Source: an optimization exercise on an open RTL-to-GDS flow (aim: small area and a short achievable clock period). Production flows keep margins and buffers that such runs may drop.

==> inputs of run a <==
==> flow/design.v (excerpt) <==
module mac(input clk, input rst, input [15:0] x, input [15:0] y, output [31:0] acc);
==> module addn, before the edit <==
module addn(input [25:0] a, input [25:0] b, input ci, output [25:0] s);
wire [25:0] g, p, c;
pgen u_pg (a, b, g, p);
pfx u_pfx (g, p, ci, c);
assign s = ~(p ^ c);
endmodule
==> module pgen, before the edit <==
module pgen(input [25:0] a, input [25:0] b, output [25:0] g, output [25:0] p);
assign g = a & b;
assign p = a ^ b;
endmodule
==> module pfx, before the edit <==
module pfx(input [25:0] g, input [25:0] p, input ci, output [25:0] c);
wire gc0 = g[0] | (p[0] & ci);
wire G1 = g[1] | (p[1] & gc0);
wire G2 = g[3] | (p[3] & g[2]);
wire P2 = p[3] & p[2];
wire G3 = g[5] | (p[5] & g[4]);
wire P3 = p[5] & p[4];
wire G4 = g[7] | (p[7] & g[6]);
wire P4 = p[7] & p[6];
wire G5 = g[9] | (p[9] & g[8]);
wire P5 = p[9] & p[8];
wire G6 = g[11] | (p[11] & g[10]);
wire P6 = p[11] & p[10];
wire G7 = g[13] | (p[13] & g[12]);
wire P7 = p[13] & p[12];
wire G8 = g[15] | (p[15] & g[14]);
wire P8 = p[15] & p[14];
wire G9 = g[17] | (p[17] & g[16]);
wire P9 = p[17] & p[16];
wire G10 = g[19] | (p[19] & g[18]);
wire P10 = p[19] & p[18];
wire G11 = g[21] | (p[21] & g[20]);
wire P11 = p[21] & p[20];
wire G12 = g[23] | (p[23] & g[22]);
wire P12 = p[23] & p[22];
wire G13 = g[25] | (p[25] & g[24]);
wire P13 = p[25] & p[24];
wire G14 = G2 | (P2 & G1);
wire G15 = G4 | (P4 & G3);
wire P15 = P4 & P3;
wire G16 = G6 | (P6 & G5);
wire P16 = P6 & P5;
wire G17 = G8 | (P8 & G7);
wire P17 = P8 & P7;
wire G18 = G10 | (P10 & G9);
wire P18 = P10 & P9;
wire G19 = G12 | (P12 & G11);
wire P19 = P12 & P11;
wire G20 = G15 | (P15 & G14);
wire G21 = G17 | (P17 & G16);
wire P21 = P17 & P16;
wire G22 = G19 | (P19 & G18);
wire P22 = P19 & P18;
wire G23 = G21 | (P21 & G20);
wire G24 = G22 | (P22 & G23);
wire G25 = G16 | (P16 & G20);
wire G26 = G18 | (P18 & G23);
wire G27 = G3 | (P3 & G14);
wire G28 = G5 | (P5 & G20);
wire G29 = G7 | (P7 & G25);
wire G30 = G9 | (P9 & G23);
wire G31 = G11 | (P11 & G26);
wire G32 = G13 | (P13 & G24);
wire G33 = g[2] | (p[2] & G1);
wire G34 = g[4] | (p[4] & G14);
wire G35 = g[6] | (p[6] & G27);
wire G36 = g[8] | (p[8] & G20);
wire G37 = g[10] | (p[10] & G28);
wire G38 = g[12] | (p[12] & G25);
wire G39 = g[14] | (p[14] & G29);
wire G40 = g[16] | (p[16] & G23);
wire G41 = g[18] | (p[18] & G30);
wire G42 = g[20] | (p[20] & G26);
wire G43 = g[22] | (p[22] & G31);
wire G44 = g[24] | (p[24] & G24);
assign c[0] = ci;
assign c[1] = gc0;
assign c[2] = G1;
assign c[3] = G33;
assign c[4] = G14;
assign c[5] = G34;
assign c[6] = G27;
assign c[7] = G35;
assign c[8] = G20;
assign c[9] = G36;
assign c[10] = G28;
assign c[11] = G37;
assign c[12] = G25;
assign c[13] = G38;
assign c[14] = G29;
assign c[15] = G39;
assign c[16] = G23;
assign c[17] = G40;
assign c[18] = G30;
assign c[19] = G41;
assign c[20] = G26;
assign c[21] = G42;
assign c[22] = G31;
assign c[23] = G43;
assign c[24] = G24;
assign c[25] = G44;
endmodule
Settings: LEC_CHECK=0, CAP_MARGIN=20, CORE_MARGIN=2, CORE_UTILIZATION=40, SLEW_MARGIN=20, SYNTH_HIERARCHICAL=1, SYNTH_MINIMUM_KEEP_SIZE=0, SETUP_SLACK_MARGIN=11, BUFFER_PORTS_ARGS=-buffer_cell sky130_fd_sc_hd__buf_2, CTS_ARGS=-sink_clustering_enable -repair_clock_nets -dont_use_dummy_load; clock period 18.0 ns.
standard.sh (not shown) runs the stock make flow with config.mk's settings and CLKGATE_MAP_FILE= SYNTH_SCRIPT=/design/flow/synth_recipe.tcl, a recipe that flattens the netlist after the stock synthesis.
==> flow/flow/run.sh <==
#!/bin/bash
# Layout: the standard ORFS flow (standard.sh, standard synthesis), with
#  - timing repair aimed at a setup slack of SETUP_MARGIN ns, so the resizer
#    works on the real critical paths even though the clock period is loose,
#  - port buffers of a small cell (every port still gets its own buffer),
#  - a clock tree without dummy balancing loads.
# Each tool's output goes to standard.log here and ORFS's own logs in orfs/logs.
set -euo pipefail
M=$(cat flow/margin)
cat >> config.mk <<EOC
export SETUP_SLACK_MARGIN = $M
export BUFFER_PORTS_ARGS = -buffer_cell sky130_fd_sc_hd__buf_2
export CTS_ARGS = -sink_clustering_enable -repair_clock_nets -dont_use_dummy_load
EOC
bash standard.sh > standard.log 2>&1
==> flow/flow/margin <==
11
==> run b: changes against run a <==
--- a/flow/design.v
+++ b/flow/design.v
@@ -1464,104 +1464,5 @@
 endmodule
 module addn(input [25:0] a, input [25:0] b, input ci, output [25:0] s);
-wire [25:0] g, p, c;
-pgen u_pg (a, b, g, p);
-pfx u_pfx (g, p, ci, c);
-assign s = ~(p ^ c);
-endmodule
-module pgen(input [25:0] a, input [25:0] b, output [25:0] g, output [25:0] p);
-assign g = a & b;
-assign p = a ^ b;
-endmodule
-module pfx(input [25:0] g, input [25:0] p, input ci, output [25:0] c);
-wire gc0 = g[0] | (p[0] & ci);
-wire G1 = g[1] | (p[1] & gc0);
-wire G2 = g[3] | (p[3] & g[2]);
-wire P2 = p[3] & p[2];
-wire G3 = g[5] | (p[5] & g[4]);
-wire P3 = p[5] & p[4];
-wire G4 = g[7] | (p[7] & g[6]);
-wire P4 = p[7] & p[6];
-wire G5 = g[9] | (p[9] & g[8]);
-wire P5 = p[9] & p[8];
-wire G6 = g[11] | (p[11] & g[10]);
-wire P6 = p[11] & p[10];
-wire G7 = g[13] | (p[13] & g[12]);
-wire P7 = p[13] & p[12];
-wire G8 = g[15] | (p[15] & g[14]);
-wire P8 = p[15] & p[14];
-wire G9 = g[17] | (p[17] & g[16]);
-wire P9 = p[17] & p[16];
-wire G10 = g[19] | (p[19] & g[18]);
-wire P10 = p[19] & p[18];
-wire G11 = g[21] | (p[21] & g[20]);
-wire P11 = p[21] & p[20];
-wire G12 = g[23] | (p[23] & g[22]);
-wire P12 = p[23] & p[22];
-wire G13 = g[25] | (p[25] & g[24]);
-wire P13 = p[25] & p[24];
-wire G14 = G2 | (P2 & G1);
-wire G15 = G4 | (P4 & G3);
-wire P15 = P4 & P3;
-wire G16 = G6 | (P6 & G5);
-wire P16 = P6 & P5;
-wire G17 = G8 | (P8 & G7);
-wire P17 = P8 & P7;
-wire G18 = G10 | (P10 & G9);
-wire P18 = P10 & P9;
-wire G19 = G12 | (P12 & G11);
-wire P19 = P12 & P11;
-wire G20 = G15 | (P15 & G14);
-wire G21 = G17 | (P17 & G16);
-wire P21 = P17 & P16;
-wire G22 = G19 | (P19 & G18);
-wire P22 = P19 & P18;
-wire G23 = G21 | (P21 & G20);
-wire G24 = G22 | (P22 & G23);
-wire G25 = G16 | (P16 & G20);
-wire G26 = G18 | (P18 & G23);
-wire G27 = G3 | (P3 & G14);
-wire G28 = G5 | (P5 & G20);
-wire G29 = G7 | (P7 & G25);
-wire G30 = G9 | (P9 & G23);
-wire G31 = G11 | (P11 & G26);
-wire G32 = G13 | (P13 & G24);
-wire G33 = g[2] | (p[2] & G1);
-wire G34 = g[4] | (p[4] & G14);
-wire G35 = g[6] | (p[6] & G27);
-wire G36 = g[8] | (p[8] & G20);
-wire G37 = g[10] | (p[10] & G28);
-wire G38 = g[12] | (p[12] & G25);
-wire G39 = g[14] | (p[14] & G29);
-wire G40 = g[16] | (p[16] & G23);
-wire G41 = g[18] | (p[18] & G30);
-wire G42 = g[20] | (p[20] & G26);
-wire G43 = g[22] | (p[22] & G31);
-wire G44 = g[24] | (p[24] & G24);
-assign c[0] = ci;
-assign c[1] = gc0;
-assign c[2] = G1;
-assign c[3] = G33;
-assign c[4] = G14;
-assign c[5] = G34;
-assign c[6] = G27;
-assign c[7] = G35;
-assign c[8] = G20;
-assign c[9] = G36;
-assign c[10] = G28;
-assign c[11] = G37;
-assign c[12] = G25;
-assign c[13] = G38;
-assign c[14] = G29;
-assign c[15] = G39;
-assign c[16] = G23;
-assign c[17] = G40;
-assign c[18] = G30;
-assign c[19] = G41;
-assign c[20] = G26;
-assign c[21] = G42;
-assign c[22] = G31;
-assign c[23] = G43;
-assign c[24] = G24;
-assign c[25] = G44;
+assign s = ~(a + b + ci);
 endmodule
 module fa(input a, input b, input c, output s, output co);
==> run c: changes against run a <==
--- a/flow/design.v
+++ b/flow/design.v
@@ -1500,68 +1500,94 @@
 wire G13 = g[25] | (p[25] & g[24]);
 wire P13 = p[25] & p[24];
-wire G14 = G2 | (P2 & G1);
-wire G15 = G4 | (P4 & G3);
-wire P15 = P4 & P3;
-wire G16 = G6 | (P6 & G5);
-wire P16 = P6 & P5;
-wire G17 = G8 | (P8 & G7);
-wire P17 = P8 & P7;
-wire G18 = G10 | (P10 & G9);
-wire P18 = P10 & P9;
-wire G19 = G12 | (P12 & G11);
-wire P19 = P12 & P11;
-wire G20 = G15 | (P15 & G14);
-wire G21 = G17 | (P17 & G16);
-wire P21 = P17 & P16;
-wire G22 = G19 | (P19 & G18);
-wire P22 = P19 & P18;
-wire G23 = G21 | (P21 & G20);
-wire G24 = G22 | (P22 & G23);
-wire G25 = G16 | (P16 & G20);
-wire G26 = G18 | (P18 & G23);
-wire G27 = G3 | (P3 & G14);
-wire G28 = G5 | (P5 & G20);
-wire G29 = G7 | (P7 & G25);
-wire G30 = G9 | (P9 & G23);
-wire G31 = G11 | (P11 & G26);
-wire G32 = G13 | (P13 & G24);
-wire G33 = g[2] | (p[2] & G1);
-wire G34 = g[4] | (p[4] & G14);
-wire G35 = g[6] | (p[6] & G27);
-wire G36 = g[8] | (p[8] & G20);
-wire G37 = g[10] | (p[10] & G28);
-wire G38 = g[12] | (p[12] & G25);
-wire G39 = g[14] | (p[14] & G29);
-wire G40 = g[16] | (p[16] & G23);
-wire G41 = g[18] | (p[18] & G30);
-wire G42 = g[20] | (p[20] & G26);
-wire G43 = g[22] | (p[22] & G31);
-wire G44 = g[24] | (p[24] & G24);
+wire G14 = g[2] | (p[2] & G1);
+wire G15 = G2 | (P2 & G1);
+wire G16 = g[6] | (p[6] & G3);
+wire P16 = p[6] & P3;
+wire G17 = G4 | (P4 & G3);
+wire P17 = P4 & P3;
+wire G18 = g[10] | (p[10] & G5);
+wire P18 = p[10] & P5;
+wire G19 = G6 | (P6 & G5);
+wire P19 = P6 & P5;
+wire G20 = g[14] | (p[14] & G7);
+wire P20 = p[14] & P7;
+wire G21 = G8 | (P8 & G7);
+wire P21 = P8 & P7;
+wire G22 = g[18] | (p[18] & G9);
+wire P22 = p[18] & P9;
+wire G23 = G10 | (P10 & G9);
+wire P23 = P10 & P9;
+wire G24 = g[22] | (p[22] & G11);
+wire P24 = p[22] & P11;
+wire G25 = G12 | (P12 & G11);
+wire P25 = P12 & P11;
+wire G26 = g[4] | (p[4] & G15);
+wire G27 = G3 | (P3 & G15);
+wire G28 = G16 | (P16 & G15);
+wire G29 = G17 | (P17 & G15);
+wire G30 = g[12] | (p[12] & G19);
+wire P30 = p[12] & P19;
+wire G31 = G7 | (P7 & G19);
+wire P31 = P7 & P19;
+wire G32 = G20 | (P20 & G19);
+wire P32 = P20 & P19;
+wire G33 = G21 | (P21 & G19);
+wire P33 = P21 & P19;
+wire G34 = g[20] | (p[20] & G23);
+wire P34 = p[20] & P23;
+wire G35 = G11 | (P11 & G23);
+wire P35 = P11 & P23;
+wire G36 = G24 | (P24 & G23);
+wire P36 = P24 & P23;
+wire G37 = G25 | (P25 & G23);
+wire P37 = P25 & P23;
+wire G38 = g[8] | (p[8] & G29);
+wire G39 = G5 | (P5 & G29);
+wire G40 = G18 | (P18 & G29);
+wire G41 = G19 | (P19 & G29);
+wire G42 = G30 | (P30 & G29);
+wire G43 = G31 | (P31 & G29);
+wire G44 = G32 | (P32 & G29);
+wire G45 = G33 | (P33 & G29);
+wire G46 = g[24] | (p[24] & G37);
+wire P46 = p[24] & P37;
+wire G47 = G13 | (P13 & G37);
+wire P47 = P13 & P37;
+wire G48 = g[16] | (p[16] & G45);
+wire G49 = G9 | (P9 & G45);
+wire G50 = G22 | (P22 & G45);
+wire G51 = G23 | (P23 & G45);
+wire G52 = G34 | (P34 & G45);
+wire G53 = G35 | (P35 & G45);
+wire G54 = G36 | (P36 & G45);
+wire G55 = G37 | (P37 & G45);
+wire G56 = G46 | (P46 & G45);
+wire G57 = G47 | (P47 & G45);
 assign c[0] = ci;
 assign c[1] = gc0;
 assign c[2] = G1;
-assign c[3] = G33;
-assign c[4] = G14;
-assign c[5] = G34;
+assign c[3] = G14;
+assign c[4] = G15;
+assign c[5] = G26;
 assign c[6] = G27;
-assign c[7] = G35;
-assign c[8] = G20;
-assign c[9] = G36;
-assign c[10] = G28;
-assign c[11] = G37;
-assign c[12] = G25;
-assign c[13] = G38;
-assign c[14] = G29;
-assign c[15] = G39;
-assign c[16] = G23;
-assign c[17] = G40;
-assign c[18] = G30;
-assign c[19] = G41;
-assign c[20] = G26;
-assign c[21] = G42;
-assign c[22] = G31;
-assign c[23] = G43;
-assign c[24] = G24;
-assign c[25] = G44;
+assign c[7] = G28;
+assign c[8] = G29;
+assign c[9] = G38;
+assign c[10] = G39;
+assign c[11] = G40;
+assign c[12] = G41;
+assign c[13] = G42;
+assign c[14] = G43;
+assign c[15] = G44;
+assign c[16] = G45;
+assign c[17] = G48;
+assign c[18] = G49;
+assign c[19] = G50;
+assign c[20] = G51;
+assign c[21] = G52;
+assign c[22] = G53;
+assign c[23] = G54;
+assign c[24] = G55;
+assign c[25] = G56;
 endmodule
 module fa(input a, input b, input c, output s, output co);
==> flow/flow/margin (replaced) <==
11.5
Settings changed: SETUP_SLACK_MARGIN 11 to 11.5.
==> impl_metrics.tcl <==
set metrics [dict create \
    grt_pass1_wl_mm 40.86 \
    wl_met1_mm 10.55 \
    cts_resized 3 \
    worst-slew-pin-transition_ns 0.8881 \
    cellPowerDensity_nw_per_um2 191.9 \
    worstSkewPairLatency_ns 0.34 \
    nets 1264 \
    status "no timing/DRC/antenna violations" \
    multi_input_area_um2 8237 \
]
The numbers above come from run b.

==> impl_metrics.tcl <==
set metrics [dict create \
    status "no timing/DRC/antenna violations" \
    wl_met1_mm 10.22 \
    worst-slew-pin-transition_ns 0.9168 \
    cts_resized 0 \
    nets 1208 \
    cellPowerDensity_nw_per_um2 192.5 \
]
The numbers above come from run a.

==> impl_metrics.tcl <==
set metrics [dict create \
    worst-slew-pin-transition_ns 0.9143 \
    worstSkewPairLatency_ns 0.35 \
    status "no timing/DRC/antenna violations" \
    cts_resized 157 \
    cellPowerDensity_nw_per_um2 183.3 \
    multi_input_area_um2 8287 \
    wl_met1_mm 10.63 \
]
The numbers above come from run c.

No functional check of the RTL was part of any run of this note.

==> re-timing with driven ports <==
How much do the figures lean on ideal ports? The routed layouts below were timed once more, with nothing changed but the port constraints. Step 1 (the two cells are an assumption about what drives the block):
set clk [get_ports {clk}]
set_driving_cell -lib_cell sky130_fd_sc_hd__clkbuf_16 $clk
set_driving_cell -lib_cell sky130_fd_sc_hd__buf_2 [delete_from_list [all_inputs] $clk]
Step 2 adds t to the input delays and takes it off the output delays; t is the mean of the earliest and latest rising clock arrival at the registers after step 1. Input paths then give back, and output paths get back, about the clock's delay inside the block. Slacks: no drivers / after step 1 / after step 2; pairs: no drivers / after step 1.
| run | shift t [ns] | slack for setup (ns) | clock arrival spread, ns | slew at the worst register clock pin (ns) | worst data-port slew with drivers (ns) |
|---|---|---|---|---|---|
| run a | 0.382 | 11.097 / 11.105 / 10.723 | 0.015 / 0.014 | 0.06 / 0.06 | 0.07 |
| run b | 0.386 | 11.080 / 11.107 / 10.721 | 0.016 / 0.016 | 0.06 / 0.06 | 0.06 |
| run c | 0.385 | 11.309 / 11.194 / 10.810 | 0.016 / 0.015 | 0.06 / 0.06 | 0.16 |
After both steps every run listed still meets setup and hold. The setup slack of run c, which loses most, moves by -0.115 ns with the drivers and by -0.499 ns with both steps.
